Context: an optimization exercise on an open-source flow, tuned for small area and a short achievable clock period. The choices shown serve that exercise and are no tape-out recipe.
The RTL was checked by simulation tests, not by an equivalence proof against the original design.
No activity file was given, so power comes from the tool's default toggle rates.

<file path="flow/config.mk">
export PLATFORM = sky130hd
export DESIGN_NAME = TEN_GIG_MAC_RX_PATH
export DESIGN_NICKNAME = TEN_GIG_MAC_RX_PATH
export VERILOG_FILES = /design/flow/design.v
export SDC_FILE = /design/flow/constraint.sdc
export NUM_CORES = 4
export LEC_CHECK = 0
export CAP_MARGIN = 20
export CORE_MARGIN = 2
export CORE_UTILIZATION = 60
export SETUP_SLACK_MARGIN = 5
export SLEW_MARGIN = 20
</file>
<file path="flow/constraint.sdc">
create_clock -name core_clock -period 9.0 [get_ports {i_clk}]
set_input_delay 1.8000 -clock core_clock [delete_from_list [all_inputs] [get_ports {i_clk}]]
set_output_delay 1.8000 -clock core_clock [all_outputs]
set_load 0.01 [all_outputs]
</file>
<file path="flow/design.v">
module CRC32_64bKEEP(
    input  [31:0] c,
    input  [63:0] d,
    output [31:0] n
);
wire [31:0] x = c ^ d[31:0];
wire t64 = x[3] ^ x[13];
wire t65 = x[4] ^ d[39];
wire t66 = x[11] ^ d[32];
wire t67 = x[6] ^ x[16];
wire t68 = x[7] ^ x[12];
wire t69 = d[36] ^ d[54];
wire t70 = x[5] ^ x[15];
wire t71 = x[8] ^ d[37];
wire t72 = x[9] ^ d[38];
wire t73 = x[19] ^ d[34];
wire t74 = x[30] ^ d[55];
wire t75 = x[10] ^ d[56];
wire t76 = d[47] ^ t64;
wire t77 = d[35] ^ d[53];
wire t78 = x[1] ^ x[14];
wire t79 = x[31] ^ d[61];
wire t80 = d[45] ^ t66;
wire t81 = d[50] ^ d[57];
wire t82 = d[42] ^ d[58];
wire t83 = d[43] ^ d[59];
wire t84 = d[44] ^ d[60];
wire t85 = d[46] ^ d[62];
wire t86 = d[51] ^ d[63];
wire t87 = x[20] ^ d[40];
wire t88 = x[0] ^ x[2];
wire t89 = x[21] ^ d[41];
wire t90 = x[25] ^ d[52];
wire t91 = x[17] ^ t65;
wire t92 = x[24] ^ x[27];
wire t93 = x[26] ^ x[28];
wire t94 = d[48] ^ t74;
wire t95 = x[18] ^ t70;
wire t96 = x[22] ^ t67;
wire t97 = d[49] ^ t79;
wire t98 = x[29] ^ t69;
wire t99 = d[33] ^ t68;
wire t100 = x[23] ^ d[34];
wire t101 = t77 ^ t89;
wire t102 = x[13] ^ t91;
wire t103 = t75 ^ t97;
wire t104 = x[12] ^ t81;
wire t105 = x[18] ^ d[60];
wire t106 = x[24] ^ t83;
wire t107 = x[23] ^ t84;
wire t108 = x[8] ^ d[62];
wire t109 = t85 ^ t86;
wire t110 = d[35] ^ t78;
wire t111 = t73 ^ t87;
wire t112 = d[36] ^ t88;
wire t113 = d[35] ^ t71;
wire t114 = x[20] ^ t72;
wire t115 = x[19] ^ t65;
wire t116 = t85 ^ t92;
wire t117 = x[16] ^ t90;
wire t118 = d[49] ^ t95;
wire t119 = t82 ^ t99;
wire t120 = x[2] ^ t80;
wire t121 = d[38] ^ d[40];
wire t122 = d[41] ^ d[43];
wire t123 = d[57] ^ d[61];
wire t124 = d[39] ^ d[44];
wire t125 = d[32] ^ d[48];
wire t126 = d[50] ^ d[58];
wire t127 = d[33] ^ d[54];
wire t128 = x[27] ^ t69;
wire t129 = x[11] ^ d[55];
wire t130 = x[31] ^ d[59];
wire t131 = x[0] ^ x[5];
wire t132 = x[22] ^ d[51];
wire t133 = x[7] ^ x[21];
wire t134 = x[25] ^ d[63];
wire t135 = x[4] ^ x[9];
wire t136 = x[10] ^ d[39];
wire t137 = x[12] ^ x[29];
wire t138 = x[26] ^ x[29];
wire t139 = x[3] ^ t72;
wire t140 = d[58] ^ t67;
wire t141 = t71 ^ t78;
wire t142 = t75 ^ t82;
wire t143 = x[26] ^ t107;
wire t144 = d[46] ^ t68;
wire t145 = t93 ^ t98;
wire t146 = t73 ^ t86;
wire t147 = x[14] ^ t88;
wire t148 = d[33] ^ t94;
wire t149 = t87 ^ t101;
wire t150 = d[56] ^ t76;
wire t151 = t70 ^ t103;
wire t152 = d[40] ^ d[57];
wire t153 = x[28] ^ d[34];
wire t154 = x[1] ^ d[56];
wire t155 = d[42] ^ t121;
wire t156 = x[6] ^ x[23];
wire t157 = x[8] ^ d[45];
wire t158 = d[42] ^ t77;
wire t159 = d[44] ^ t125;
wire t160 = x[2] ^ x[11];
wire t161 = x[15] ^ d[46];
wire t162 = x[14] ^ t122;
wire t163 = x[30] ^ t81;
wire t164 = x[11] ^ t83;
wire t165 = x[1] ^ t84;
wire t166 = x[9] ^ x[21];
wire t167 = x[28] ^ x[30];
wire t168 = d[54] ^ t126;
wire t169 = x[5] ^ x[17];
wire t170 = d[37] ^ t130;
wire t171 = t64 ^ t66;
wire t172 = t73 ^ t104;
wire t173 = t89 ^ t154;
wire t174 = t98 ^ t105;
wire t175 = t74 ^ t132;
wire t176 = x[31] ^ t100;
wire t177 = d[38] ^ t106;
wire t178 = x[27] ^ t90;
wire t179 = t67 ^ t93;
wire t180 = x[17] ^ t135;
wire t181 = d[47] ^ t71;
wire t182 = d[59] ^ t92;
wire t183 = t137 ^ t160;
wire t184 = x[24] ^ t138;
wire t185 = d[57] ^ t71;
wire t186 = t68 ^ t109;
wire t187 = t167 ^ t168;
wire t188 = t79 ^ t169;
wire t189 = x[0] ^ t90;
wire t190 = x[22] ^ t108;
wire t191 = d[52] ^ t111;
wire t192 = t91 ^ t110;
wire t193 = t128 ^ t140;
wire t194 = t99 ^ t112;
wire t195 = t96 ^ t113;
wire t196 = t114 ^ t123;
wire t197 = t95 ^ t177;
wire t198 = t133 ^ t141;
wire t199 = t115 ^ t134;
wire t200 = t94 ^ t143;
wire t201 = d[43] ^ t116;
wire t202 = x[16] ^ t76;
wire t203 = x[3] ^ t111;
wire t204 = t76 ^ t113;
wire t205 = t182 ^ t183;
wire t206 = x[25] ^ t80;
wire t207 = t80 ^ t104;
wire t208 = d[48] ^ t96;
wire t209 = t147 ^ t166;
wire t210 = d[32] ^ t146;
wire t211 = x[5] ^ t116;
wire t212 = t129 ^ t149;
wire t213 = d[37] ^ t102;
wire t214 = t119 ^ t196;
wire t215 = t96 ^ t120;
wire t216 = t120 ^ t144;
wire t217 = t72 ^ t150;
wire t218 = t102 ^ t209;
wire t219 = t103 ^ t211;
assign n[0] = ((t191 ^ t192) ^ (t193 ^ (((x[10] ^ t66) ^ t139) ^ t148)));
assign n[1] = (t212 ^ ((t118 ^ t194) ^ (t91 ^ ((t153 ^ t75) ^ t170))));
assign n[2] = (((t172 ^ t173) ^ t195) ^ (t174 ^ ((t131 ^ t155) ^ t171)));
assign n[3] = (t214 ^ (((((t122 ^ x[19]) ^ t156) ^ t110) ^ (t112 ^ t175)) ^ t213));
assign n[4] = ((t176 ^ (t112 ^ t142)) ^ (t198 ^ ((t87 ^ (((d[52] ^ d[62]) ^ t124) ^ t64)) ^ t197)));
assign n[5] = (t215 ^ (((t106 ^ (x[15] ^ (t152 ^ t84))) ^ t199) ^ (t141 ^ (t101 ^ t139))));
assign n[6] = (t216 ^ (t200 ^ ((((d[61] ^ (d[41] ^ d[42])) ^ (x[22] ^ x[6])) ^ (t70 ^ t73)) ^ (t110 ^ t178))));
assign n[7] = ((t150 ^ t194) ^ (t201 ^ (((t157 ^ t158) ^ (x[23] ^ (x[15] ^ x[20]))) ^ (t179 ^ t97))));
assign n[8] = ((t198 ^ t201) ^ (t202 ^ (((t81 ^ t134) ^ t180) ^ (t98 ^ (t153 ^ t159)))));
assign n[9] = (t215 ^ ((((x[1] ^ (t124 ^ t86)) ^ t145) ^ (t178 ^ t181)) ^ (t118 ^ t203)));
assign n[10] = ((((t136 ^ t78) ^ t145) ^ (t89 ^ (((d[37] ^ d[53]) ^ t126) ^ t100))) ^ t216);
assign n[11] = ((t175 ^ (t161 ^ (t127 ^ t155))) ^ (t204 ^ t205));
assign n[12] = (t217 ^ ((t117 ^ t176) ^ (t94 ^ ((t162 ^ t65) ^ (x[28] ^ ((d[36] ^ d[60]) ^ x[12]))))));
assign n[13] = (t213 ^ ((t184 ^ (t159 ^ ((t152 ^ x[14]) ^ t158))) ^ t151));
assign n[14] = (((t163 ^ (((d[33] ^ d[62]) ^ t121) ^ t162)) ^ t118) ^ (t193 ^ t206));
assign n[15] = (((t161 ^ ((d[55] ^ (d[41] ^ d[50])) ^ (t124 ^ x[17]))) ^ t119) ^ (t179 ^ (t146 ^ t170)));
assign n[16] = ((t76 ^ ((t157 ^ t164) ^ t115)) ^ (t148 ^ ((t142 ^ t174) ^ (t78 ^ ((d[51] ^ x[6]) ^ (x[7] ^ x[9]))))));
assign n[17] = (t151 ^ (((t144 ^ t147) ^ (t164 ^ (t84 ^ t135))) ^ ((t185 ^ t94) ^ t191)));
assign n[18] = (t151 ^ (((t114 ^ t140) ^ t207) ^ (t76 ^ ((t108 ^ t165) ^ t101))));
assign n[19] = (t218 ^ ((t119 ^ t208) ^ (t80 ^ (t109 ^ (((d[59] ^ d[61]) ^ t69) ^ (t81 ^ x[10]))))));
assign n[20] = ((t186 ^ ((((d[47] ^ d[60]) ^ t125) ^ (t83 ^ x[13])) ^ ((x[23] ^ x[30]) ^ t128))) ^ (t195 ^ ((t114 ^ t115) ^ t118)));
assign n[21] = ((((t131 ^ t133) ^ (t165 ^ t66)) ^ (t187 ^ t97)) ^ ((t92 ^ ((d[63] ^ x[4]) ^ t100)) ^ t204));
assign n[22] = ((t188 ^ ((d[45] ^ t108) ^ (t132 ^ t136))) ^ (t205 ^ ((t117 ^ t187) ^ t203)));
assign n[23] = ((t189 ^ ((t130 ^ t137) ^ (t156 ^ t74))) ^ (t149 ^ ((t171 ^ t180) ^ (t93 ^ (t105 ^ t109)))));
assign n[24] = ((t208 ^ (((t105 ^ t68) ^ (t82 ^ (d[63] ^ (d[34] ^ d[39])))) ^ (t184 ^ t188))) ^ (t212 ^ t217));
assign n[25] = (t214 ^ ((t64 ^ (t100 ^ t129)) ^ (((x[18] ^ (d[49] ^ t83)) ^ t117) ^ (t173 ^ t190))));
assign n[26] = (t218 ^ ((t143 ^ t172) ^ (t190 ^ (((d[63] ^ t77) ^ t106) ^ t142))));
assign n[27] = ((t96 ^ (((d[45] ^ t123) ^ t107) ^ t189)) ^ ((t102 ^ t148) ^ (t197 ^ t210)));
assign n[28] = (t219 ^ ((t139 ^ ((x[18] ^ x[4]) ^ (x[7] ^ (d[53] ^ t69)))) ^ (t200 ^ t206)));
assign n[29] = (t219 ^ ((t181 ^ (t93 ^ (x[6] ^ (d[55] ^ t127)))) ^ (t199 ^ t207)));
assign n[30] = ((((t163 ^ t75) ^ (x[19] ^ t131)) ^ (t117 ^ t145)) ^ ((t186 ^ t76) ^ t192));
assign n[31] = ((t95 ^ ((t136 ^ t138) ^ (t72 ^ t88))) ^ (t210 ^ (((x[31] ^ (t127 ^ t77)) ^ t185) ^ t202)));
endmodule
`timescale 1ns / 1ps
module TEN_GIG_MAC_RX_PATH #(
    parameter       P_SRC_MAC  = 48'h01_02_03_04_05_06
)(
    input           i_clk               ,
    input           i_rst               ,
    input  [63:0]   i_xgmii_rxd         ,
    input  [7 :0]   i_xgmii_rxc         ,
    input  [47:0]   i_dynamic_src_mac   ,
    input           i_dynamic_src_valid ,
    output [63:0]   m_axis_rdata        ,
    output [79:0]   m_axis_ruser        ,
    output [7 :0]   m_axis_rkeep        ,
    output          m_axis_rlast        ,
    output          m_axis_rvalid       ,
    output          o_crc_error         ,
    output          o_crc_valid
);
reg  [63:0] d1;              
reg  [7 :0] c1;
reg  [31:0] r2;              
always @(posedge i_clk) begin
    d1 <= i_xgmii_rxd;
    c1 <= i_xgmii_rxc;
    r2 <= d1[63:32];
end
wire        fb0 = c1[0] && d1[7 :0 ] == 8'hFB;      
wire        fb4 = c1[4] && d1[39:32] == 8'hFB;      
wire [7:0]  fd;                                     
genvar gi;
generate for (gi = 0; gi < 8; gi = gi + 1) begin : g_fd
    assign fd[gi] = c1[gi] && d1[8*gi+7 -: 8] == 8'hFD;
end endgenerate
reg         loc3;            
reg         sof4d;
reg  [3:0]  fdr;             
always @(posedge i_clk or posedge i_rst) begin
    if (i_rst) begin
        loc3  <= 1'b0;
        sof4d <= 1'b0;
        fdr   <= 4'd0;
    end else begin
        if (fb0)
            loc3 <= 1'b0;
        else if (fb4)
            loc3 <= 1'b1;
        sof4d <= fb4 && !fb0;
        fdr   <= fd[7:4];
    end
end
wire [63:0] acur  = loc3 ? {d1[31:0], r2} : d1;
wire [7 :0] fda   = loc3 ? {fd[3:0], fdr} : fd;
wire        sofa  = fb0 || sof4d;
wire        eofa  = |fda;
wire [2 :0] phia  = {fda[4] | fda[5] | fda[6] | fda[7],
                     fda[2] | fda[3] | fda[6] | fda[7],
                     fda[1] | fda[3] | fda[5] | fda[7]};
reg  [63:0] a2, a3, a4, a5, a6;
reg  [15:0] a7;              
always @(posedge i_clk) begin
    a2 <= acur;
    a3 <= a2;
    a4 <= a3;
    a5 <= a4;
    a6 <= a5;
    a7 <= a6[63:48];
end
assign m_axis_rdata = {a7[7:0], a7[15:8], a6[7:0], a6[15:8], a6[23:16],
                       a6[31:24], a6[39:32], a6[47:40]};
reg         s2, s3, s4;      
reg         e2, e3, e4, e5, e6;  
reg  [2:0]  phi;
reg         busy, cnt1, cnt2, mok, p6, p7, p8, p9;
reg         rv_int, rlast_int, rlast_out, rvalid_out, rl2;
reg  [7:0]  rkeep_out;
reg         k1, k2, chk, crc_out, crc_valid;
reg  [15:0] ulen;
reg  [47:0] local_mac;
wire        r_eof  = (e4 && phi != 3'd7) || (e5 && phi == 3'd7);
wire        kc     = (e3 && phi <= 3'd2) || (e4 && phi >= 3'd3);
wire        clr    = (e3 && phi <= 3'd4) || (e4 && phi >= 3'd5);
wire [47:0] da4    = {a4[7:0], a4[15:8], a4[23:16], a4[31:24], a4[39:32], a4[47:40]};
wire [47:0] da5    = {a5[7:0], a5[15:8], a5[23:16], a5[31:24], a5[39:32], a5[47:40]};
wire [47:0] dst    = loc3 ? da4 : da5;
wire        mac_ok = (&dst) || (dst == local_mac);
wire        mac_at = loc3 ? cnt2 : p6;
reg  [7:0]  kv;
always @(*) begin
    case (phi)
        3'd0: kv = 8'b1111_1100;
        3'd1: kv = 8'b1111_1110;
        3'd2: kv = 8'b1111_1111;
        3'd3: kv = 8'b1000_0000;
        3'd4: kv = 8'b1100_0000;
        3'd5: kv = 8'b1110_0000;
        3'd6: kv = 8'b1111_0000;
        default: kv = 8'b1111_1000;
    endcase
end
always @(posedge i_clk or posedge i_rst) begin
    if (i_rst) begin
        s2 <= 1'b0; s3 <= 1'b0; s4 <= 1'b0;
        e2 <= 1'b0; e3 <= 1'b0; e4 <= 1'b0; e5 <= 1'b0; e6 <= 1'b0;
        phi <= 3'd0;
        busy <= 1'b0; cnt1 <= 1'b0; cnt2 <= 1'b0; mok <= 1'b0;
        p6 <= 1'b0; p7 <= 1'b0; p8 <= 1'b0; p9 <= 1'b0;
        rv_int <= 1'b0; rlast_int <= 1'b0; rlast_out <= 1'b0;
        rvalid_out <= 1'b0; rl2 <= 1'b0;
        k1 <= 1'b0; k2 <= 1'b0; chk <= 1'b0;
        crc_out <= 1'b0; crc_valid <= 1'b0;
        ulen <= 16'd1;
        local_mac <= P_SRC_MAC;
    end else begin
        s2 <= sofa; s3 <= s2; s4 <= s3;
        e2 <= eofa; e3 <= e2; e4 <= e3; e5 <= e4; e6 <= e5;
        if (eofa)
            phi <= phia;
        busy <= !r_eof && (s3 || busy);
        cnt1 <= !r_eof && s3 && !busy;
        cnt2 <= !r_eof && cnt1;
        if (mac_at)
            mok <= mac_ok;
        p6 <= cnt2; p7 <= p6; p8 <= p7; p9 <= p8;
        if (rlast_int)
            rv_int <= 1'b0;
        else if (p7 && mok)
            rv_int <= 1'b1;
        rlast_int  <= rv_int && kc;
        rlast_out  <= rlast_int;
        rvalid_out <= rv_int;
        rl2        <= rlast_out;
        k1 <= clr; k2 <= k1; chk <= k2;
        if (chk)
            crc_out <= 1'b0;
        else if (rv_int)
            crc_out <= 1'b1;
        crc_valid <= chk && crc_out;
        if (rl2)
            ulen <= 16'd1;
        else if (p9 || ulen != 16'd1)
            ulen <= ulen + 16'd1;
        if (i_dynamic_src_valid)
            local_mac <= i_dynamic_src_mac;
    end
end
reg  [63:0] st;
always @(posedge i_clk) begin
    rkeep_out <= rlast_int ? kv : 8'hFF;
    if (p8)
        st <= m_axis_rdata;
end
reg  [31:0] crc;
reg         crc_err;
wire [31:0] crc_nxt;
reg  [31:0] kres;
always @(*) begin
    case (phi)
        3'd0: kres = 32'hc37bc775;
        3'd1: kres = 32'h7749d4fa;
        3'd2: kres = 32'h4ee46c06;
        3'd3: kres = 32'he0ef52e5;
        3'd4: kres = 32'h3abbfb0d;
        3'd5: kres = 32'h0eaac366;
        3'd6: kres = 32'h714b540f;
        default: kres = 32'hfad18643;
    endcase
end
CRC32_64bKEEP u_crc (.c(crc), .d(a4), .n(crc_nxt));
wire [31:0] crc_x = crc ^ kres;
reg  [3:0]  crc_m;
always @(posedge i_clk) begin
    crc <= s4 ? 32'hFFFF_FFFF : crc_nxt;
    crc_m <= {~|crc_x[31:24], ~|crc_x[23:16], ~|crc_x[15:8], ~|crc_x[7:0]};
    if (e6)
        crc_err <= !(&crc_m);
end
assign m_axis_rvalid = rvalid_out;
assign m_axis_rlast  = rlast_out;
assign m_axis_rkeep  = rkeep_out;
assign m_axis_ruser  = {ulen, st};
assign o_crc_valid   = crc_valid;
assign o_crc_error   = crc_err;
endmodule
</file>
<file path="flow/run.sh">
#!/bin/bash
# synth_recipe.tcl (not shown) runs the flow's synth.tcl, then flattens the netlist and writes it again
# the make line also repeats each setting of config.mk as NAME=value (left out here)
make -C /OpenROAD-flow-scripts/flow DESIGN_CONFIG=/design/flow/config.mk WORK_HOME=/design/flow/orfs CLKGATE_MAP_FILE= SYNTH_SCRIPT=/design/flow/synth_recipe.tcl finish
</file>
==> impl_metrics.py, run 1 <==
metrics = {
    "status": {
        "status": "no timing/DRC/antenna violations",
    },
    "placed_design": {
        "dp_hpwl_mm": 47.49,
        "pre_cts_slack_ns": 5.202,
        "port_buffers": 277,
        "place.gp.congestion": 0.9965,
        "place_inst": 2439,
    },
    "logic_synthesis": {
        "synth_ff_type": "dfxtp_1",
        "syn_avg_cell_area_um2": 13.84,
        "synth_xor_area_frac": 0.2235,
        "ys.warnings.count": 1,
        "synth_area_mm2": 0.02400,
        "synth_top_family_by_area": "XOR/XNOR gates",
        "synth_edf_count": 65,
        "synth_fa_ha_area_frac": 0.002606,
        "synthMuxAreaShare": 0.08006,
        "syn_inst": 1735,
        "synth_compound_area_frac": 0.02215,
        "synthArstFlopShare": 0.1530,
        "ys_seq_area_frac": 0.5879,
        "synth-simple-area-share": 0.05666,
        "synth.ff_latch_count": 647,
        "yosysUniqueCellTypes": 66,
        "synth.net_count": 1863,
    },
    "die": {
        "dieWidth_um": 204.0,
        "io_pins": 279,
        "rows": 73,
        "die_y_um": 204.0,
        "core_region_area_mm2": 0.03964,
        "initial_core_util": 0.6055,
        "dieArea_mm2": 0.04162,
    },
    "worst_setup_path": {
        "critPathKind": "flop to output port",
        "crit_chain": "clkdlybuf4s50_1",
        "cp_max_fo": 6,
        "crit_required_ns": 7.20,
        "cpPeakStageDelay_ns": 0.59,
        "crit_family": "flip-flops",
        "worst_setup_path_start_kind": "flop",
        "cp-end-kind": "output port",
        "crit_buf_inv": 1,
        "slowest_stage": "dfstp_2",
        "cp.arrival_ns": 1.78,
    },
    "final_layout": {
        "diodes": 0,
        "seq_area_mm2": 0.01412,
        "layout-drive-gt1-share": 0.1341,
        "multi_input_area_mm2": 0.009244,
        "final_cells": 2553,
        "nets": 2105,
        "areaGrowthSynthToFinish_pct": 20.64,
        "fillers": 2606,
    },
    "clock_tree": {
        "ctsResizeCount": 0,
        "cts_root_buffer": "clkbuf_16",
        "clk_pin_slew_ns": 0.07,
        "htreeDepth": 2,
        "cts_buffers": 60,
        "cts_tree": "yes",
        "post_cts_buffers": 0,
        "cts.sinks": 647,
        "cts_buffer_depth": 3,
        "clock_latency_ns": 0.62,
        "cts_hold_buf": 0,
    },
    "power_and_ir_drop": {
        "powerDensity_mw_per_mm2": 478.4,
        "static-leakage-power_nw": 11.90,
        "peakVddDrop_uv": 324.6,
        "p_total_mw": 13.85,
    },
    "global_routing": {
        "antenna_found_initial": 0,
        "grtUsageTotal": 0.3122,
        "gr-total-overflow": 0,
        "grt_pass1_wl_mm": 93.14,
        "grt_pass1_vias": 14010,
        "grt_max_degree": 77,
    },
    "sta": {
        "rsz0062_at_grt": "false",
        "max_freq_mhz": 279.5,
        "fin_crit_sh": 0.3975,
        "timing.final.ws_setup_ns": 5.423,
        "hold_viol_final": 0,
        "tns_ns": 0,
        "slew_viol_final": 0,
        "tightestPinTransition_ns": 1.041,
        "min_period_ns": 3.577,
        "relSlewSlack": 0.3062,
        "skew_ns": 0.02354,
        "setup_viol_count_final": 0,
    },
    "drt": {
        "drt_iter0_markers": 1259,
        "wl_mm": 64.28,
        "first_pass_iters": 7,
        "drc": 0,
        "drt-vias-per-instance": 5.537,
        "vias": 14140,
        "ant_nets": 0,
        "routedWlPerCell_um": 25.18,
    },
    "run": {
        "cap_violations": 0,
    },
    "worst_hold_path": {
        "min_path_type": "flop to flop",
    },
}
[registers in the layout, indices dropped and copies added, names as in the netlist, 48 cells and up]
signal / count
a4: 64
a3: 64
a5: 64
a6: 64
st: 64
d1: 64
a2: 64
local_mac: 48
[layer usage]
layer  wire length [µm]  vias to the layer above  GRT usage
li1                   -                     6338          -
met1              27650                     7022     0.4382
met2              29890                      670     0.4957
met3               4904                      106    0.05517
met4               1833                        0     0.1014
met5                  0                        -          0
[worst paths after layout]
check	from	endpoint	slack, ns	cells past startpoint
worst min register to register	a2[32]	a3[32]	0.32	0
max in group asynchronous	i_rst	p8	6.18	4
min in group asynchronous	i_rst	ulen[1]	1.47	2
worst min-delay path	a2[32]	a3[32]	0.32	0
worst max register to register	loc3	mok	5.62	7
worst max-delay path	ulen[0]	m_axis_ruser[64]	5.42	1
[power breakdown]
group	switching [mW]	internal [mW]	leakage (nW)
Clock	1.08	1.47	0.997
Combinational	3.55	4.00	5.02
Sequential	0.418	3.33	5.89
[cell families (layout without fill, tap and decap cells)]
logic type | count (synthesis) | in the layout
buf+inv | 121 | 414
simple gates | 257 | 257
fa+ha+maj | 5 | 5
mux | 178 | 178
other cells | 1 | 1
flops | 647 | 647
compound gates | 84 | 84
xor+xnor | 442 | 442
[final cells by class]
type,count,area share
well taps,525,0.02268
multi-input cells,967,0.3192
flip-flops and latches,647,0.4875
clock buffers,86,0.06019
clock inverters,27,0.009505
repair buffers,289,0.09920
inverters,12,0.001685
[synthesized netlist by cell type (9+ instances only)]
cell,n,area (µm²)
clkbuf_1,33,123.9
dfrtp_1,89,2227
nand4_1,31,193.9
nor3_1,24,120.1
nand2_1,35,131.4
inv_1,10,37.54
xor2_1,128,1121
xor3_1,9,214.0
nor4_1,20,125.1
buf_4,49,367.9
edfxtp_1,65,1952
xnor3_1,72,1622
mux2i_1,66,660.6
dfxtp_1,483,9669
a21oi_1,24,120.1
nor2_1,48,180.2
nand2b_1,21,131.4
xnor2_2,19,309.1
and3_1,12,75.07
xnor2_1,196,1717
mux2_2,112,1261
dfstp_2,10,262.8
o21ai_0,20,100.1
nand3_1,31,155.2
nor2b_1,13,81.33
buf_1,18,67.56
[placed cells by master, fill, tap and decap left out, types with 35 or more instances in the layout]
| cell | count |
|---|---|
| mux2_2 | 112 |
| mux2i_1 | 66 |
| clkbuf_16 | 63 |
| xnor3_1 | 72 |
| clkdlybuf4s50_1 | 276 |
| dfrtp_1 | 87 |
| xnor2_1 | 196 |
| nand2_1 | 35 |
| dfxtp_1 | 483 |
| edfxtp_1 | 65 |
| xor2_1 | 128 |
| nor2_1 | 48 |
[through the flow]
stage	utilization	hold WS [ns]	cell area, µm²
after floorplan	-	0.3096	24010
after global placement	0.6791	0.3100	26920
after detailed placement	0.6791	0.3121	26920
after CTS	0.7300	0.3221	28940
after global routing	0.7305	0.3221	28960
final	0.7305	0.3204	28960
==> run 2: changes to the inputs <==
--- a/flow/config.mk
+++ b/flow/config.mk
@@ -8,5 +8,4 @@
 export CAP_MARGIN = 20
 export CORE_MARGIN = 2
-export CORE_UTILIZATION = 60
-export SETUP_SLACK_MARGIN = 5
+export CORE_UTILIZATION = 40
 export SLEW_MARGIN = 20
==> impl_metrics.py, run 2 <==
metrics = {
    "clock_tree": {
        "cts.sinks": 647,
        "clk_pin_slew_ns": 0.07,
        "htreeDepth": 3,
        "ctsResizeCount": 0,
        "cts_buffer_depth": 3,
        "cts_root_buffer": "clkbuf_16",
        "cts_tree": "yes",
        "cts_buffers": 69,
        "clock_latency_ns": 0.64,
        "cts_hold_buf": 0,
        "post_cts_buffers": 0,
    },
    "sta": {
        "tns_ns": 0,
        "hold_viol_final": 0,
        "slew_viol_final": 0,
        "rsz0062_at_grt": "false",
        "max_freq_mhz": 279.4,
        "relSlewSlack": 0.3149,
        "min_period_ns": 3.578,
        "fin_crit_sh": 0.3976,
        "hold_ws_ns": 0.3159,
        "tightestPinTransition_ns": 1.028,
        "skew_ns": 0.03674,
        "setup_viol_count_final": 0,
    },
    "drt": {
        "routedWlPerCell_um": 23.78,
        "vias": 13760,
        "wl_mm": 66.85,
        "drc": 0,
        "drt-vias-per-instance": 4.894,
        "ant_nets": 0,
        "first_pass_iters": 5,
        "drt_iter0_markers": 944,
    },
    "global_routing": {
        "gr-total-overflow": 0,
        "grt_max_degree": 75,
        "antenna_found_initial": 2,
        "grt_pass1_wl_mm": 96.48,
        "grtUsageTotal": 0.2144,
        "grt_pass1_vias": 13970,
    },
    "worst_hold_path": {
        "min_path_type": "flop to flop",
    },
    "status": {
        "status": "no timing/DRC/antenna violations",
    },
    "logic_synthesis": {
        "yosysMostFrequentCell": "dfxtp_1",
        "synth_area_leaders": "dfxtp_1 (40%), dfrtp_1 (9.3%), edfxtp_1 (8.1%)",
        "synth.net_count": 1863,
        "ys.warnings.count": 1,
        "synth_top_area_cell": "dfxtp_1",
        "synth.ff_latch_count": 647,
        "ys_seq_area_frac": 0.5879,
        "synth_ff_type": "dfxtp_1",
        "synthArstFlopShare": 0.1530,
        "syn_avg_cell_area_um2": 13.84,
        "synth_top_area_share": 0.4028,
        "netlist_top_cells_count": "dfxtp_1 (483), xnor2_1 (196), xor2_1 (128), mux2_2 (112), dfrtp_1 (89)",
        "synth_area_mm2": 0.02400,
        "syn_inst": 1735,
        "synth_edf_count": 65,
        "yosysUniqueCellTypes": 66,
    },
    "final_layout": {
        "nets": 2111,
        "final_area_mm2": 0.02957,
        "final_common_cell": "dfxtp_1",
        "layout-drive-gt1-share": 0.1400,
        "fillers": 5018,
        "final_util": 0.5001,
        "final_cell_mix": "dfxtp_1 (483), clkdlybuf4s50_1 (276), xnor2_1 (196)",
        "areaGrowthSynthToFinish_pct": 23.20,
    },
    "worst_setup_path": {
        "worst_setup_path_start_kind": "flop",
        "cp.arrival_ns": 1.78,
        "critPathKind": "flop to output port",
        "cp-end-kind": "output port",
        "slowest_stage": "clkdlybuf4s50_1",
        "crit_chain": "clkdlybuf4s50_1",
        "crit_buf_inv": 1,
        "crit_family": "buffers and inverters",
        "cp_max_fo": 1,
        "cpPeakStageDelay_ns": 0.62,
        "crit_required_ns": 7.20,
    },
    "run": {
        "cap_violations": 0,
    },
    "die": {
        "initial_core_util": 0.4060,
        "core_region_area_mm2": 0.05913,
        "rows": 89,
        "io_pins": 279,
        "dieWidth_um": 249.0,
        "dieArea_mm2": 0.06199,
        "die_y_um": 249.0,
    },
    "placed_design": {
        "dp_hpwl_mm": 50.65,
        "port_buffers": 277,
        "place_area_mm2": 0.02721,
        "place.gp.congestion": 0.9585,
    },
    "power_and_ir_drop": {
        "powerDensity_mw_per_mm2": 479.6,
        "p_total_mw": 14.18,
        "peakVddDrop_uv": 260.8,
        "static-leakage-power_nw": 12.03,
    },
}
## run 2: final cells by class
class | instances | area, µm² | share of cell area
Antenna cell | 2 | 5.005 | 0.0001692
Clock buffer | 87 | 1896 | 0.06410
Clock inverter | 37 | 457.9 | 0.01548
Inverter | 12 | 47.55 | 0.001608
Multi-Input combinational cell | 967 | 9244 | 0.3126
Sequential cell | 647 | 14120 | 0.4774
Tap cell | 773 | 967.2 | 0.03270
Timing Repair Buffer | 286 | 2838 | 0.09596
## run 2: worst paths after layout
kind / startpoint / end / slack (ns) / cells past startpoint
min in group asynchronous: i_rst / ulen[10] / 1.60 / 2
min: a2[16] / a3[16] / 0.32 / 0
max: st[45] / m_axis_ruser[45] / 5.42 / 1
max reg2reg: loc3 / phi[0] / 5.74 / 5
max in group asynchronous: i_rst / p8 / 6.16 / 3
min reg2reg: a2[16] / a3[16] / 0.32 / 0
## run 2: kinds of logic after synthesis
logic type,Yosys count,share of synthesized area
buffers and inverters,121,0.02705
and+or+nand+nor,257,0.05666
xor gates and xnor gates,442,0.2235
adders and majority gates,5,0.002606
DFF,647,0.5879
other,1,0.0001562
AOI/OAI and AO/OA,84,0.02215
muxes,178,0.08006
## run 2: stage by stage
stage	worst slack, ns	std cells
2_1_floorplan	4.626	1735
3_3_place_gp	5.449	2685
3_5_place_dp	5.436	2685
4_1_cts	5.385	2809
5_1_grt	5.374	2810
6_report	5.422	2811
## run 2: per-layer routing
layer | GRT usage | wire [µm] | share of wire | vias to the layer above
met3 | 0.03563 | 3717 | 0.056 | 103
met2 | 0.3433 | 31140 | 0.47 | 477
met4 | 0.08225 | 2147 | 0.032 | 2
met5 | 0 | 13 | 0.00019 | -
met1 | 0.2915 | 29830 | 0.45 | 6806
li1 | - | - | - | 6368
## run 2: where the power goes
part,switching (mW),internal [mW],total (mW)
sequential,0.423,3.33,3.75
clock,1.20,1.67,2.87
combinational,3.56,4.00,7.56
total,5.18,9.00,14.2
==> run 3: changes to the inputs <==
--- a/flow/design.v
+++ b/flow/design.v
@@ -304,5 +304,5 @@
         k1 <= 1'b0; k2 <= 1'b0; chk <= 1'b0;
         crc_out <= 1'b0; crc_valid <= 1'b0;
-        ulen <= 16'd1;
+        ulen <= 16'd0;
         local_mac <= P_SRC_MAC;
     end else begin
==> flow/flow/run.sh (new file) <==
#!/bin/bash
set -euo pipefail
W=$(pwd)
MARGIN=6.2
CLUSTER=12
DIAM=60
export BUFFER_PORTS_ARGS="-buffer_cell sky130_fd_sc_hd__buf_2"
export CTS_ARGS="-sink_clustering_enable -repair_clock_nets -dont_use_dummy_load -buf_list {sky130_fd_sc_hd__clkbuf_4 sky130_fd_sc_hd__clkbuf_8} -sink_clustering_size $CLUSTER -sink_clustering_max_diameter $DIAM"
if [[ $MARGIN != 0 ]]; then export SETUP_SLACK_MARGIN=$MARGIN; fi
bash standard.sh > $W/standard_flow.log 2>&1
==> flow/standard.sh (new file) <==
#!/bin/bash
# synth_recipe.tcl (not shown) runs the flow's synth.tcl, then flattens the netlist and writes it again
# the make line also repeats each setting of config.mk as NAME=value (left out here)
make -C /OpenROAD-flow-scripts/flow DESIGN_CONFIG=/design/flow/config.mk WORK_HOME=/design/flow/orfs CLKGATE_MAP_FILE= SYNTH_SCRIPT=/design/flow/synth_recipe.tcl "${@:-finish}"
removed: flow/run.sh
==> impl_metrics.py, run 3 <==
metrics = {
    "logic_synthesis": {
        "yosysUniqueCellTypes": 66,
        "ys_seq_area_frac": 0.5878,
        "synthMuxAreaShare": 0.08007,
        "yosysMostFrequentCell": "dfxtp_1",
        "synth_top_family_by_area": "XOR/XNOR gates",
        "syn_avg_cell_area_um2": 13.83,
        "synth_top_area_cell": "dfxtp_1",
        "synthArstFlopShare": 0.1530,
        "syn_inst": 1735,
        "synth_top_area_share": 0.4028,
        "synth.net_count": 1863,
        "netlist_top_cells_count": "dfxtp_1 (483), xnor2_1 (196), xor2_1 (128), mux2_2 (112), dfrtp_1 (90)",
        "synth-simple-area-share": 0.05666,
        "synth_area_mm2": 0.02400,
        "ys.warnings.count": 1,
        "synth_area_leaders": "dfxtp_1 (40%), dfrtp_1 (9.4%), edfxtp_1 (8.1%)",
        "synth_ff_type": "dfxtp_1",
        "synth_xor_area_frac": 0.2235,
        "synth_fa_ha_area_frac": 0.002606,
        "synth_edf_count": 65,
        "synth.ff_latch_count": 647,
        "synth_compound_area_frac": 0.02215,
    },
    "power_and_ir_drop": {
        "peakVddDrop_uv": 266.5,
        "p_comb_frac": 0.596,
        "switching_share": 0.3857,
        "internal_power_mw": 8.120,
        "power_switching_mw": 5.098,
        "powerDensity_mw_per_mm2": 474.2,
        "static-leakage-power_nw": 11.79,
        "seq_power_share": 0.284,
        "clkPwrFrac": 0.120,
    },
    "worst_setup_path": {
        "slowest_stage": "dfrtp_1",
        "cp.arrival_ns": 1.24,
        "timing.rr.end": "crc[17]",
        "cpPeakStageDelay_ns": 0.42,
        "critPathLaunch": "ulen[8]",
        "critPathKind": "flop to output port",
        "crit_path_end": "m_axis_ruser[72]",
        "crit_chain": "buf_2",
        "r2r-start": "crc[31]",
        "crit_buf_inv": 1,
        "crit_family": "flip-flops",
        "reg2regPathDepth": 6,
        "cp_max_fo": 5,
        "r2r_setup_slack_ns": 6.20,
        "cp-end-kind": "output port",
        "worst_setup_path_start_kind": "flop",
        "crit_required_ns": 7.20,
        "path_depth": 1,
    },
    "placed_design": {
        "place.gp.congestion": 0.9387,
        "place_area_mm2": 0.02587,
        "port_buffers": 277,
        "dp_hpwl_mm": 50.51,
    },
    "global_routing": {
        "grt_max_degree": 75,
        "grt_pass1_vias": 14040,
        "grt_pass1_wl_mm": 95.60,
        "grtUsageTotal": 0.2118,
        "gr-total-overflow": 0,
        "antenna_found_initial": 3,
    },
    "drt": {
        "drc": 0,
        "first_pass_iters": 5,
        "wl_mm": 66.29,
        "routedWlPerCell_um": 23.81,
        "drt_iter0_markers": 974,
        "drt-vias-per-instance": 4.934,
        "ant_nets": 0,
        "vias": 13740,
    },
    "sta": {
        "hold_viol_final": 0,
        "tns_ns": 0,
        "rsz0062_at_grt": "true",
        "setup_viol_count_final": 0,
        "relSlewSlack": 0.2455,
        "min_period_ns": 3.036,
        "fin_crit_sh": 0.3374,
        "skew_ns": 0.09574,
        "slew_viol_final": 0,
        "max_freq_mhz": 329.3,
        "tightestPinTransition_ns": 1.132,
    },
    "clock_tree": {
        "cts_buffer_depth": 3,
        "htreeDepth": 3,
        "cts_tree": "yes",
        "cts.sinks": 647,
        "cts_hold_buf": 0,
        "cts_buffers": 69,
        "clock_latency_ns": 0.67,
        "cts_root_buffer": "clkbuf_8",
        "clk_pin_slew_ns": 0.07,
    },
    "final_layout": {
        "fillers": 5220,
        "final_common_cell": "dfxtp_1",
        "final_area_mm2": 0.02787,
        "final_cell_mix": "dfxtp_1 (406), buf_2 (204), xnor2_1 (185)",
        "nets": 2139,
        "areaGrowthSynthToFinish_pct": 16.12,
        "layout-drive-gt1-share": 0.3240,
    },
    "die": {
        "core_region_area_mm2": 0.05913,
        "dieWidth_um": 249.0,
        "io_pins": 279,
        "initial_core_util": 0.4059,
        "die_y_um": 249.0,
        "dieArea_mm2": 0.06198,
        "rows": 89,
    },
    "status": {
        "status": "no timing/DRC/antenna violations",
    },
    "run": {
        "cap_violations": 0,
    },
    "worst_hold_path": {
        "min_path_type": "flop to flop",
    },
}
run 3: metrics by stage:
| step | setup slack [ns] | total power [mW] | instances | hold WS [ns] | utilization |
|---|---|---|---|---|---|
| after floorplan | 6.032 | 9.495 | 1735 | 0.3096 | - |
| after global placement | 5.572 | 11.27 | 2686 | 0.3100 | 0.4370 |
| after detailed placement | 5.801 | 11.28 | 2687 | 0.3121 | 0.4375 |
| after CTS | 5.892 | 13.08 | 2775 | 0.2988 | 0.4676 |
| after global routing | 5.912 | 13.84 | 2783 | 0.3013 | 0.4713 |
| final | 5.964 | 13.22 | 2784 | 0.3013 | 0.4714 |
run 3: layer usage:
layer | part of all wire | vias to the layer above | wire [µm] | global-route usage
met3 | 0.062 | 107 | 4092 | 0.03501
met1 | 0.44 | 6799 | 29050 | 0.2851
met4 | 0.036 | 0 | 2401 | 0.09229
met5 | 0 | - | 0 | 0
li1 | - | 6342 | - | -
met2 | 0.46 | 487 | 30750 | 0.3377
run 3: cell families (layout without fill, tap and decap cells):
family / after synthesis / after routing
flip-flops: 647 / 647
other: 1 / 3
adder cells (fa/ha/maj): 5 / 5
AND/OR/NAND/NOR: 257 / 257
multiplexers: 178 / 178
buffers and inverters: 121 / 395
XOR/XNOR: 442 / 442
AO/OA/AOI/OAI: 84 / 84
run 3: cell type report:
| class | count | area (µm²) | area share |
|---|---|---|---|
| diodes | 2 | 5.005 | 0.0001796 |
| well taps | 773 | 967.2 | 0.03470 |
| inverters | 12 | 50.05 | 0.001796 |
| multi-input cells | 967 | 9515 | 0.3414 |
| clock buffers | 69 | 949.7 | 0.03407 |
| repair buffers | 314 | 2161 | 0.07753 |
| flip-flops and latches | 647 | 14220 | 0.5103 |
run 3: repair_timing:
action,in CTS,in global routing
pin swaps,1,0
resized for setup,165,28
setup endpoints to repair,175,175
hold endpoints to repair,0,0
setup buffers,19,7
run 3: worst min path at each step:
stage	start	to	slack, ns	cells past startpoint
5_1_grt	a2[40]	a3[40]	0.30	0
3_5_place_dp	a5[59]	a6[59]	0.31	0
6_report	a2[40]	a3[40]	0.30	0
3_3_place_gp	a3[59]	a4[59]	0.31	0
2_1_floorplan	a2[0]	a3[0]	0.31	0
4_1_cts	a2[40]	a3[40]	0.30	0
run 3: power groups by stage:
| stage | Clock, mW | Combinational (mW) | Sequential, mW |
|---|---|---|---|
| detailed placement | 0 | 7.49 | 3.80 |
| finish | 1.59 | 7.87 | 3.76 |
| global route | 1.76 | 8.30 | 3.78 |
| CTS | 1.65 | 7.68 | 3.74 |
| floorplan | 0 | 5.93 | 3.57 |
| global placement | 0 | 7.47 | 3.79 |
==> run 4: changes to the inputs <==
==> flow/flow/run.sh (replaced) <==
#!/bin/bash
set -euo pipefail
W=$(pwd)
MARGIN=6.0
CLUSTER=16
DIAM=60
export BUFFER_PORTS_ARGS="-buffer_cell sky130_fd_sc_hd__buf_2"
export CTS_ARGS="-sink_clustering_enable -repair_clock_nets -dont_use_dummy_load -buf_list {sky130_fd_sc_hd__clkbuf_8 sky130_fd_sc_hd__clkbuf_16} -root_buf sky130_fd_sc_hd__clkbuf_16 -sink_clustering_size $CLUSTER -sink_clustering_max_diameter $DIAM"
if [[ $MARGIN != 0 ]]; then export SETUP_SLACK_MARGIN=$MARGIN; fi
bash standard.sh > $W/standard_flow.log 2>&1
==> impl_metrics.py, run 4 <==
metrics = {
    "status": {
        "status": "no timing/DRC/antenna violations",
    },
    "worst_setup_path": {
        "crit_required_ns": 7.20,
        "cp.arrival_ns": 1.16,
        "crit_buf_inv": 1,
        "cpPeakStageDelay_ns": 0.41,
        "reg2regPathDepth": 6,
        "critPathLaunch": "ulen[6]",
        "slowest_stage": "dfrtp_2",
        "crit_path_end": "m_axis_ruser[70]",
        "r2r-start": "a4[9]",
        "path_depth": 1,
        "worst_setup_path_start_kind": "flop",
        "critPathKind": "flop to output port",
        "crit_family": "flip-flops",
        "crit_chain": "buf_2",
        "timing.rr.end": "crc[5]",
        "r2r_setup_slack_ns": 6.05,
        "cp_max_fo": 2,
        "cp-end-kind": "output port",
    },
    "logic_synthesis": {
        "ys.warnings.count": 1,
        "synthArstFlopShare": 0.1530,
        "synth.net_count": 1863,
        "syn_avg_cell_area_um2": 13.83,
        "synth_area_leaders": "dfxtp_1 (40%), dfrtp_1 (9.4%), edfxtp_1 (8.1%)",
        "yosysMostFrequentCell": "dfxtp_1",
        "synth_top_area_cell": "dfxtp_1",
        "syn_inst": 1735,
        "synth_ff_type": "dfxtp_1",
        "synth_area_mm2": 0.02400,
        "synth_top_area_share": 0.4028,
        "netlist_top_cells_count": "dfxtp_1 (483), xnor2_1 (196), xor2_1 (128), mux2_2 (112), dfrtp_1 (90)",
        "yosysUniqueCellTypes": 66,
        "synth_edf_count": 65,
        "ys_seq_area_frac": 0.5878,
        "synth.ff_latch_count": 647,
    },
    "placed_design": {
        "place.gp.congestion": 1.014,
        "port_buffers": 277,
        "dp_hpwl_mm": 51.90,
        "place_area_mm2": 0.02585,
    },
    "sta": {
        "hold_ws_ns": 0.3094,
        "rsz0062_at_grt": "true",
        "tns_ns": 0,
        "fin_crit_sh": 0.3288,
        "skew_ns": 0.08336,
        "relSlewSlack": 0.2813,
        "tightestPinTransition_ns": 1.078,
        "max_freq_mhz": 337.9,
        "slew_viol_final": 0,
        "setup_viol_count_final": 0,
        "hold_viol_final": 0,
        "min_period_ns": 2.959,
    },
    "drt": {
        "vias": 13820,
        "drc": 0,
        "drt_iter0_markers": 1067,
        "routedWlPerCell_um": 24.52,
        "drt-vias-per-instance": 5.014,
        "ant_nets": 0,
        "first_pass_iters": 5,
        "wl_mm": 67.61,
    },
    "die": {
        "initial_core_util": 0.4059,
        "die_y_um": 249.0,
        "core_region_area_mm2": 0.05913,
        "rows": 89,
        "io_pins": 279,
        "dieArea_mm2": 0.06198,
        "dieWidth_um": 249.0,
    },
    "final_layout": {
        "final_cell_mix": "dfxtp_1 (482), buf_2 (275), xnor2_1 (194)",
        "areaGrowthSynthToFinish_pct": 14.18,
        "final_util": 0.4635,
        "final_common_cell": "dfxtp_1",
        "layout-drive-gt1-share": 0.2693,
        "nets": 2113,
        "final_area_mm2": 0.02741,
    },
    "global_routing": {
        "grt_max_degree": 84,
        "antenna_found_initial": 3,
        "grt_pass1_wl_mm": 96.63,
        "grt_pass1_vias": 13860,
        "gr-total-overflow": 0,
        "grtUsageTotal": 0.2150,
    },
    "power_and_ir_drop": {
        "peakVddDrop_uv": 304.4,
        "powerDensity_mw_per_mm2": 491.0,
        "static-leakage-power_nw": 11.66,
    },
    "worst_hold_path": {
        "min_path_type": "flop to flop",
    },
    "clock_tree": {
        "clock_latency_ns": 0.62,
        "cts_hold_buf": 0,
        "cts_root_buffer": "clkbuf_16",
        "cts_buffer_depth": 3,
        "htreeDepth": 2,
        "cts.sinks": 647,
        "cts_tree": "yes",
        "cts_buffers": 52,
        "clk_pin_slew_ns": 0.07,
    },
    "run": {
        "cap_violations": 0,
    },
}
## run 4: changes by cell type in the layout (fill, tap and decap cells not counted), sizes merged
cell,change
buf,-9
clkinv,-1
clkbuf,-17
clkinvlp,+1
diode,-1
## run 4: repair_timing
action | CTS | global route
buffers inserted | 17 | 0
endpoints found under the setup margin | 24 | 16
resized for setup | 9 | 14
hold endpoints to repair | 0 | 0
pin swaps | 0 | 0
## run 4: layout make-up
cell class              count  area, µm²
diodes                      1      2.502
clock buffers              52       1301
fillers                  5308      31720
inverters                  12      52.55
multi-input cells         967       9330
flip-flops and latches    647      14130
well taps                 773      967.2
repair buffers            305       1625
## run 4: metal layers
layer / routed length (µm) / track usage / up-vias / part of all wire
li1: - / - / 6309 / -
met1: 29270 / 0.2902 / 6862 / 0.43
met3: 4689 / 0.04127 / 119 / 0.069
met5: 26 / 0 / - / 0.00038
met4: 2396 / 0.08554 / 4 / 0.035
met2: 31230 / 0.3413 / 530 / 0.46
## run 4: cells by family after synthesis
| family | Yosys count | synth area share |
|---|---|---|
| muxes | 178 | 0.08007 |
| buffers and inverters | 121 | 0.02705 |
| xor gates and xnor gates | 442 | 0.2235 |
| DFF | 647 | 0.5878 |
| and+or+nand+nor | 257 | 0.05666 |
| other | 1 | 0.0001562 |
| adders and majority gates | 5 | 0.002606 |
| AOI/OAI and AO/OA | 84 | 0.02216 |
## run 4: worst min path at each step
stage,slack [ns],start,end,cells after the start
after global routing,0.31,a2[2],a3[2],0
after floorplan,0.31,a2[0],a3[0],0
after global placement,0.31,a3[49],a4[49],0
after detailed placement,0.31,a2[37],a3[37],0
final,0.31,a2[2],a3[2],0
after CTS,0.32,a2[2],a3[2],0
## run 4: per-stage QoR
| step | setup slack (ns) | instances | total power, mW |
|---|---|---|---|
| after floorplan | 6.032 | 1735 | 9.494 |
| after global placement | 5.613 | 2687 | 11.43 |
| after detailed placement | 5.471 | 2687 | 11.38 |
| after CTS | 6.004 | 2756 | 13.43 |
| after global routing | 5.956 | 2756 | 14.05 |
| final | 6.041 | 2757 | 13.46 |
## run 4: where the power goes
| group | switching [mW] | leakage, nW | total (mW) | internal [mW] |
|---|---|---|---|---|
| logic | 3.78 | 5.14 | 7.75 | 3.98 |
| registers | 0.416 | 5.88 | 3.74 | 3.33 |
| clock network | 0.947 | 0.641 | 1.96 | 1.01 |
| total | 5.14 | 11.7 | 13.5 | 8.31 |
==> run 5: changes to the inputs <==
--- a/flow/config.mk
+++ b/flow/config.mk
@@ -8,4 +8,4 @@
 export CAP_MARGIN = 20
 export CORE_MARGIN = 2
-export CORE_UTILIZATION = 40
+export CORE_UTILIZATION = 60
 export SLEW_MARGIN = 20
==> impl_metrics.py, run 5 <==
metrics = {
    "status": {
        "status": "no timing/DRC/antenna violations",
    },
    "power_and_ir_drop": {
        "static-leakage-power_nw": 11.65,
        "peakVddDrop_uv": 322.8,
        "powerDensity_mw_per_mm2": 489.8,
        "p_total_mw": 13.25,
    },
    "sta": {
        "relSlewSlack": 0.3376,
        "min_period_ns": 2.965,
        "max_freq_mhz": 337.2,
        "hold_viol_final": 0,
        "slew_viol_final": 0,
        "setup_viol_count_final": 0,
        "fin_crit_sh": 0.3295,
        "rsz0062_at_grt": "true",
        "tns_ns": 0,
        "skew_ns": 0.08849,
        "tightestPinTransition_ns": 0.9935,
    },
    "drt": {
        "routedWlPerCell_um": 25.01,
        "drc": 0,
        "vias": 13790,
        "drt-vias-per-instance": 5.488,
        "drt_iter0_markers": 1285,
        "first_pass_iters": 5,
        "ant_nets": 0,
        "wl_mm": 62.85,
    },
    "logic_synthesis": {
        "synth.net_count": 1863,
        "yosysMostFrequentCell": "dfxtp_1",
        "synth_area_leaders": "dfxtp_1 (40%), dfrtp_1 (9.4%), edfxtp_1 (8.1%)",
        "netlist_top_cells_count": "dfxtp_1 (483), xnor2_1 (196), xor2_1 (128), mux2_2 (112), dfrtp_1 (90)",
        "yosysUniqueCellTypes": 66,
        "synth_top_area_share": 0.4028,
        "synth.ff_latch_count": 647,
        "synthArstFlopShare": 0.1530,
        "ys_seq_area_frac": 0.5878,
        "synth_edf_count": 65,
        "synth_area_mm2": 0.02400,
        "syn_avg_cell_area_um2": 13.83,
        "syn_inst": 1735,
        "synth_ff_type": "dfxtp_1",
        "ys.warnings.count": 1,
        "synth_top_area_cell": "dfxtp_1",
    },
    "clock_tree": {
        "cts_buffer_depth": 3,
        "cts_buffers": 51,
        "clock_latency_ns": 0.61,
        "clk_pin_slew_ns": 0.07,
        "cts_tree": "yes",
        "htreeDepth": 2,
        "cts.sinks": 647,
        "cts_root_buffer": "clkbuf_16",
        "cts_hold_buf": 0,
    },
    "worst_setup_path": {
        "cp.arrival_ns": 3.40,
        "worst_setup_path_start_kind": "flop",
        "r2r_setup_slack_ns": 6.03,
        "cp-end-kind": "flop",
        "r2r-start": "a4[11]",
        "crit_required_ns": 9.43,
        "reg2regPathDepth": 6,
        "critPathLaunch": "a4[11]",
        "cp_max_fo": 5,
        "critPathKind": "flop to flop",
        "timing.rr.end": "crc[16]",
    },
    "global_routing": {
        "grt_pass1_wl_mm": 90.10,
        "grt_pass1_vias": 13490,
        "grt_max_degree": 75,
        "gr-total-overflow": 0,
        "grtUsageTotal": 0.3042,
        "antenna_found_initial": 1,
    },
    "placed_design": {
        "place_inst": 2441,
        "dp_hpwl_mm": 47.91,
        "port_buffers": 277,
        "place.gp.congestion": 1.027,
    },
    "die": {
        "core_region_area_mm2": 0.03964,
        "die_y_um": 204.0,
        "dieWidth_um": 204.0,
        "dieArea_mm2": 0.04162,
        "initial_core_util": 0.6055,
        "io_pins": 279,
        "rows": 73,
    },
    "final_layout": {
        "final_cells": 2513,
        "final_cell_mix": "dfxtp_1 (478), buf_2 (276), xnor2_1 (194)",
        "areaGrowthSynthToFinish_pct": 12.69,
        "fillers": 2858,
        "final_common_cell": "dfxtp_1",
        "nets": 2116,
        "layout-drive-gt1-share": 0.2709,
    },
    "worst_hold_path": {
        "min_from": "a3[2]",
        "min_to": "a4[2]",
        "min_path_type": "flop to flop",
        "holdPathStages": 0,
    },
    "run": {
        "cap_violations": 0,
    },
}
[run 5: final cells by class]
class / count / area, µm² / share of cell area
diodes: 2 / 5.005 / 0.0001850
clock buffers: 51 / 1276 / 0.04718
inverters: 12 / 52.55 / 0.001943
multi-input cells: 967 / 9295 / 0.3436
flip-flops and latches: 647 / 14130 / 0.5224
well taps: 525 / 656.9 / 0.02429
repair buffers: 309 / 1633 / 0.06037
[run 5: cell families (layout without fill, tap and decap cells)]
logic type                 Yosys count  count (layout)  share of synthesized area
muxes                              178             178                    0.08007
and+or+nand+nor                    257             257                    0.05666
AOI/OAI and AO/OA                   84              84                    0.02216
adders and majority gates            5               5                   0.002606
xor gates and xnor gates           442             442                     0.2235
DFF                                647             647                     0.5878
other                                1               3                  0.0001562
buffers and inverters              121             372                    0.02705
[run 5: how the worst max path moves through the flow]
stage                       end  slack (ns)
5_1_grt        m_axis_ruser[49]        5.99
6_report                crc[16]        6.03
3_5_place_dp           crc_m[2]        5.72
2_1_floorplan              busy        6.03
4_1_cts        m_axis_ruser[73]        6.00
3_3_place_gp               loc3        5.80
[run 5: critical path: stages (launching register included)]
cell and delay (ns):
dfxtp_1 0.39, xnor2_1 0.81, xnor2_2 0.30, xnor3_1 0.51, xnor3_1 0.38, xnor2_1 0.31
nand2b_1 0.09
[run 5: stage by stage]
step                      setup WS, ns  utilization  hold WS (ns)  area, µm²
after floorplan                  6.032            -        0.3096      24010
after global placement           5.800       0.6446        0.3110      25550
after detailed placement         5.725       0.6447        0.3121      25560
after CTS                        6.003       0.6797        0.3026      26940
after global routing             5.993       0.6822        0.3181      27040
final                            6.035       0.6823        0.3067      27050
[run 5: report_power, final]
| part | internal (mW) | leakage [nW] | total (mW) | switching, mW |
|---|---|---|---|---|
| clock | 0.993 | 0.628 | 1.92 | 0.923 |
| sequential | 3.33 | 5.88 | 3.74 | 0.413 |
| combinational | 3.98 | 5.14 | 7.59 | 3.61 |
| total | 8.30 | 11.7 | 13.2 | 4.95 |
[run 5: per-layer routing]
layer  GRT usage  wire [µm]
met1      0.4322      27160
met3     0.07813       5775
met5           0          0
met4     0.09136       1815
met2      0.4617      28090
[run 5: timing repair]
item | CTS | global route
resized for setup | 10 | 6
setup endpoints to repair | 18 | 10
setup buffers | 10 | 9
==> run 6: changes to the inputs <==
--- a/flow/flow/run.sh
+++ b/flow/flow/run.sh
@@ -2,7 +2,7 @@
 set -euo pipefail
 W=$(pwd)
-MARGIN=6.0
-CLUSTER=16
-DIAM=60
+MARGIN=6.3
+CLUSTER=30
+DIAM=80
 export BUFFER_PORTS_ARGS="-buffer_cell sky130_fd_sc_hd__buf_2"
 export CTS_ARGS="-sink_clustering_enable -repair_clock_nets -dont_use_dummy_load -buf_list {sky130_fd_sc_hd__clkbuf_8 sky130_fd_sc_hd__clkbuf_16} -root_buf sky130_fd_sc_hd__clkbuf_16 -sink_clustering_size $CLUSTER -sink_clustering_max_diameter $DIAM"
==> impl_metrics.py, run 6 <==
metrics = {
    "sta": {
        "timing.final.ws_setup_ns": 6.018,
        "relSlewSlack": 0.3242,
        "max_freq_mhz": 335.4,
        "min_period_ns": 2.982,
        "hold_viol_final": 0,
        "fin_crit_sh": 0.3313,
        "tns_ns": 0,
        "slew_viol_final": 0,
        "tightestPinTransition_ns": 1.014,
        "setup_viol_count_final": 0,
        "skew_ns": 0.1041,
        "rsz0062_at_grt": "true",
        "hold_ws_ns": 0.2524,
    },
    "power_and_ir_drop": {
        "powerDensity_mw_per_mm2": 475.1,
        "static-leakage-power_nw": 11.86,
        "peakVddDrop_uv": 355.0,
    },
    "final_layout": {
        "nets": 2121,
        "final_cell_mix": "dfxtp_1 (385), buf_2 (207), xnor2_1 (173)",
        "fillers": 2854,
        "seq_area_mm2": 0.01427,
        "final_area_mm2": 0.02779,
        "areaGrowthSynthToFinish_pct": 15.77,
        "final_common_cell": "dfxtp_1",
        "diodes": 0,
        "final_util": 0.7010,
        "layout-drive-gt1-share": 0.3385,
        "multi_input_area_mm2": 0.009736,
    },
    "clock_tree": {
        "cts_root_buffer": "clkbuf_16",
        "cts_buffers": 30,
        "cts_tree": "yes",
        "cts_hold_buf": 0,
        "cts_buffer_depth": 3,
        "cts.sinks": 647,
        "clock_latency_ns": 0.64,
        "htreeDepth": 1,
        "clk_pin_slew_ns": 0.10,
    },
    "logic_synthesis": {
        "synth_xor_area_frac": 0.2235,
        "synth_compound_area_frac": 0.02215,
        "synth_top_area_cell": "dfxtp_1",
        "synth_edf_count": 65,
        "synthMuxAreaShare": 0.08007,
        "synth_ff_type": "dfxtp_1",
        "synth.ff_latch_count": 647,
        "syn_avg_cell_area_um2": 13.83,
        "synth_area_leaders": "dfxtp_1 (40%), dfrtp_1 (9.4%), edfxtp_1 (8.1%)",
        "synth_top_area_share": 0.4028,
        "netlist_top_cells_count": "dfxtp_1 (483), xnor2_1 (196), xor2_1 (128), mux2_2 (112), dfrtp_1 (90)",
        "ys_seq_area_frac": 0.5878,
        "synth_area_mm2": 0.02400,
        "ys.warnings.count": 1,
        "yosysUniqueCellTypes": 66,
        "synthArstFlopShare": 0.1530,
        "synth_top_family_by_area": "XOR/XNOR gates",
        "synth-simple-area-share": 0.05666,
        "synth.net_count": 1863,
        "synth_fa_ha_area_frac": 0.002606,
        "yosysMostFrequentCell": "dfxtp_1",
        "syn_inst": 1735,
    },
    "global_routing": {
        "antenna_found_initial": 1,
        "gr-total-overflow": 0,
        "grt_max_degree": 75,
        "grtUsageTotal": 0.3008,
        "grt_pass1_wl_mm": 89.70,
        "grt_pass1_vias": 13580,
    },
    "drt": {
        "wl_mm": 62.71,
        "ant_nets": 0,
        "first_pass_iters": 5,
        "drt_iter0_markers": 1160,
        "vias": 13830,
        "routedWlPerCell_um": 24.93,
        "drc": 0,
        "drt-vias-per-instance": 5.495,
    },
    "die": {
        "initial_core_util": 0.6055,
        "io_pins": 279,
        "die_y_um": 204.0,
        "dieArea_mm2": 0.04162,
        "dieWidth_um": 204.0,
        "core_region_area_mm2": 0.03964,
        "rows": 73,
    },
    "placed_design": {
        "pre_cts_slack_ns": 5.559,
        "place.gp.congestion": 0.9996,
        "port_buffers": 277,
        "place_area_mm2": 0.02549,
        "dp_hpwl_mm": 47.33,
    },
    "worst_setup_path": {
        "cp-end-kind": "output port",
        "worst_setup_path_start_kind": "flop",
        "crit_buf_inv": 1,
        "crit_family": "flip-flops",
        "cpPeakStageDelay_ns": 0.39,
        "crit_chain": "buf_2",
        "critPathKind": "flop to output port",
        "slowest_stage": "edfxtp_1",
        "cp.arrival_ns": 1.18,
        "crit_required_ns": 7.20,
        "cp_max_fo": 1,
    },
    "status": {
        "status": "no timing/DRC/antenna violations",
    },
    "run": {
        "cap_violations": 0,
    },
    "worst_hold_path": {
        "min_path_type": "flop to flop",
    },
}
==> run 6: cell counts after synthesis <==
No cell type changed its count.
==> run 6: final timing paths <==
| kind | startpoint | to | slack (ns) | cells past startpoint |
|---|---|---|---|---|
| hold reg to reg | a3[42] | a4[42] | 0.25 | 0 |
| setup / recovery | st[26] | m_axis_ruser[26] | 6.02 | 1 |
| min in group asynchronous | i_rst | s3 | 1.34 | 2 |
| max in group asynchronous | i_rst | ulen[11] | 6.57 | 3 |
| setup reg to reg | phi[2] | crc_m[2] | 6.29 | 8 |
| hold / removal | a3[42] | a4[42] | 0.25 | 0 |
==> run 6: kinds of logic after synthesis <==
logic type | count (synthesis)
adder cells (fa/ha/maj) | 5
multiplexers | 178
AO/OA/AOI/OAI | 84
AND/OR/NAND/NOR | 257
buffers and inverters | 121
flip-flops | 647
XOR/XNOR | 442
other | 1
==> run 6: worst reg2reg max path, stage by stage, from the launching register on <==
cell      delay (ns)
dfrtp_2         0.79
clkinv_2        0.44
ha_1            0.42
nor3b_1         0.18
a21oi_1         0.14
o21ai_0         0.09
o31a_1          0.13
a221oi_1        0.28
nor4_1          0.09
==> run 6: final cells by class <==
class                           instances  share of cell area
Clock buffer                           30             0.02702
Timing Repair Buffer                  335             0.08366
Sequential cell                       647              0.5135
Inverter                               12            0.001801
Multi-Input combinational cell        967              0.3504
Tap cell                              525             0.02364
==> run 6: power breakdown <==
| group | switching, mW | internal [mW] | total [mW] |
|---|---|---|---|
| clock | 0.832 | 0.593 | 1.42 |
| combinational | 3.74 | 4.24 | 7.98 |
| sequential | 0.468 | 3.33 | 3.80 |
==> run 6: repair_timing <==
action | CTS | global route
resized for setup | 205 | 45
pin swaps | 3 | 7
cloned | 0 | 0
endpoints found under the setup margin | 228 | 182
setup buffers | 28 | 26
==> run 6: stage by stage <==
stage	std cells	power [mW]
floorplan	1735	9.495
global placement	2432	11.12
detailed placement	2432	11.19
CTS	2490	12.83
global route	2516	13.71
finish	2516	13.20
==> run 6: layer usage <==
metal / global-route usage / share of wire / wire, µm
met3: 0.05564 / 0.076 / 4765
met4: 0.08023 / 0.031 / 1930
met5: 0.002381 / 0 / 0
met1: 0.4349 / 0.44 / 27550
met2: 0.4698 / 0.45 / 28460
==> run 7: changes to the inputs <==
--- a/flow/flow/run.sh
+++ b/flow/flow/run.sh
@@ -2,5 +2,5 @@
 set -euo pipefail
 W=$(pwd)
-MARGIN=6.3
+MARGIN=6.6
 CLUSTER=30
 DIAM=80
==> impl_metrics.py, run 7 <==
metrics = {
    "status": {
        "status": "no timing/DRC/antenna violations",
    },
    "logic_synthesis": {
        "yosysUniqueCellTypes": 66,
        "yosysMostFrequentCell": "dfxtp_1",
        "syn_avg_cell_area_um2": 13.83,
        "synth_area_mm2": 0.02400,
        "synth_area_leaders": "dfxtp_1 (40%), dfrtp_1 (9.4%), edfxtp_1 (8.1%)",
        "ys_seq_area_frac": 0.5878,
        "ys.warnings.count": 1,
        "synth_ff_type": "dfxtp_1",
        "synthArstFlopShare": 0.1530,
        "synth_top_area_cell": "dfxtp_1",
        "synth.net_count": 1863,
        "synth_top_area_share": 0.4028,
        "synth_edf_count": 65,
        "netlist_top_cells_count": "dfxtp_1 (483), xnor2_1 (196), xor2_1 (128), mux2_2 (112), dfrtp_1 (90)",
        "syn_inst": 1735,
        "synth.ff_latch_count": 647,
    },
    "final_layout": {
        "final_area_mm2": 0.02909,
        "final_cell_mix": "dfxtp_1 (342), buf_2 (206), xnor2_1 (149)",
        "fillers": 2638,
        "final_util": 0.7339,
        "layout-drive-gt1-share": 0.4046,
        "diodes": 0,
        "seq_area_mm2": 0.01439,
        "final_common_cell": "dfxtp_1",
        "nets": 2174,
        "areaGrowthSynthToFinish_pct": 21.19,
        "multi_input_area_mm2": 0.01046,
    },
    "worst_hold_path": {
        "min_path_type": "flop to flop",
    },
    "clock_tree": {
        "cts.sinks": 647,
        "cts_tree": "yes",
        "htreeDepth": 1,
        "clk_pin_slew_ns": 0.11,
        "cts_root_buffer": "clkbuf_16",
        "clock_latency_ns": 0.63,
        "cts_buffer_depth": 3,
        "cts_buffers": 29,
    },
    "global_routing": {
        "grt_max_degree": 75,
        "grtUsageTotal": 0.3070,
        "gr-total-overflow": 0,
        "antenna_found_initial": 2,
        "grt_pass1_wl_mm": 91.78,
        "grt_pass1_vias": 13680,
    },
    "power_and_ir_drop": {
        "peakVddDrop_uv": 360.3,
        "powerDensity_mw_per_mm2": 478.4,
        "static-leakage-power_nw": 12.43,
        "p_total_mw": 13.92,
    },
    "worst_setup_path": {
        "crit_chain": "buf_2",
        "crit_buf_inv": 1,
        "crit_family": "flip-flops",
        "slowest_stage": "edfxtp_1",
        "cp-end-kind": "output port",
        "cp.arrival_ns": 1.17,
        "cpPeakStageDelay_ns": 0.40,
        "critPathKind": "flop to output port",
        "crit_required_ns": 7.20,
        "worst_setup_path_start_kind": "flop",
        "cp_max_fo": 1,
    },
    "die": {
        "dieArea_mm2": 0.04162,
        "dieWidth_um": 204.0,
        "initial_core_util": 0.6055,
        "rows": 73,
        "core_region_area_mm2": 0.03964,
        "io_pins": 279,
        "die_y_um": 204.0,
    },
    "drt": {
        "first_pass_iters": 6,
        "routedWlPerCell_um": 25.20,
        "drt_iter0_markers": 1270,
        "drt-vias-per-instance": 5.545,
        "ant_nets": 0,
        "wl_mm": 64.73,
        "drc": 0,
        "vias": 14250,
    },
    "placed_design": {
        "place.gp.congestion": 1.021,
        "place_area_mm2": 0.02560,
        "pre_cts_slack_ns": 5.773,
        "dp_hpwl_mm": 47.15,
        "port_buffers": 277,
    },
    "sta": {
        "timing.final.ws_setup_ns": 6.029,
        "rsz0062_at_grt": "true",
        "setup_viol_count_final": 0,
        "min_period_ns": 2.971,
        "slew_viol_final": 0,
        "hold_viol_final": 0,
        "tns_ns": 0,
        "fin_crit_sh": 0.3301,
        "tightestPinTransition_ns": 0.9809,
        "max_freq_mhz": 336.6,
        "relSlewSlack": 0.3461,
        "skew_ns": 0.07868,
    },
    "run": {
        "cap_violations": 0,
    },
}
run 7: final cells by class:
type,count,area share
Multi-Input combinational cell,967,0.3595
Timing Repair Buffer,389,0.09643
Clock buffer,29,0.02495
Inverter,12,0.001935
Tap cell,525,0.02258
Sequential cell,647,0.4946
run 7: what timing repair did:
| item | CTS | global route |
|---|---|---|
| resized for setup | 316 | 95 |
| setup buffers | 62 | 41 |
| pin swaps | 36 | 36 |
| endpoints found under the setup margin | 310 | 188 |
| hold endpoints to repair | 0 | 0 |
| hold buffers | 0 | 0 |
run 7: stage by stage:
stage / hold WS (ns) / instances
global route: 0.2787 / 2569
CTS: 0.2793 / 2528
floorplan: 0.3096 / 1735
detailed placement: 0.3121 / 2437
finish: 0.2679 / 2569
global placement: 0.3095 / 2437
run 7: layer usage:
| metal | up-vias | track usage | wire [µm] |
|---|---|---|---|
| li1 | 6424 | - | - |
| met1 | 6987 | 0.4373 | 27210 |
| met2 | 686 | 0.4825 | 29270 |
| met3 | 148 | 0.04815 | 5426 |
| met4 | 0 | 0.1071 | 2831 |
| met5 | - | 0 | 0 |
run 7: worst paths after layout:
kind	startpoint	cells past startpoint	slack, ns	to
min in group asynchronous	i_rst	3	1.32	ulen[3]
worst max-delay path	st[55]	1	6.03	m_axis_ruser[55]
worst max register to register	a4[11]	7	6.57	crc[24]
worst min register to register	a6[63]	0	0.27	a7[15]
max in group asynchronous	i_rst	4	6.79	local_mac[18]
worst min-delay path	a6[63]	0	0.27	a7[15]
run 7: logic make-up (layout without fill, tap and decap cells):
| group | after synthesis | count (layout) | share of synthesized area |
|---|---|---|---|
| other | 1 | 1 | 0.0001562 |
| multiplexers | 178 | 178 | 0.08007 |
| buffers and inverters | 121 | 430 | 0.02705 |
| flip-flops | 647 | 647 | 0.5878 |
| XOR/XNOR | 442 | 442 | 0.2235 |
| AND/OR/NAND/NOR | 257 | 257 | 0.05666 |
| adder cells (fa/ha/maj) | 5 | 5 | 0.002606 |
| AO/OA/AOI/OAI | 84 | 84 | 0.02216 |
run 7: power by group:
| part | leakage (nW) | switching (mW) | total (mW) | internal, mW |
|---|---|---|---|---|
| clock | 0.357 | 0.844 | 1.42 | 0.575 |
| sequential | 5.89 | 0.453 | 3.80 | 3.35 |
| combinational | 6.18 | 3.99 | 8.69 | 4.70 |
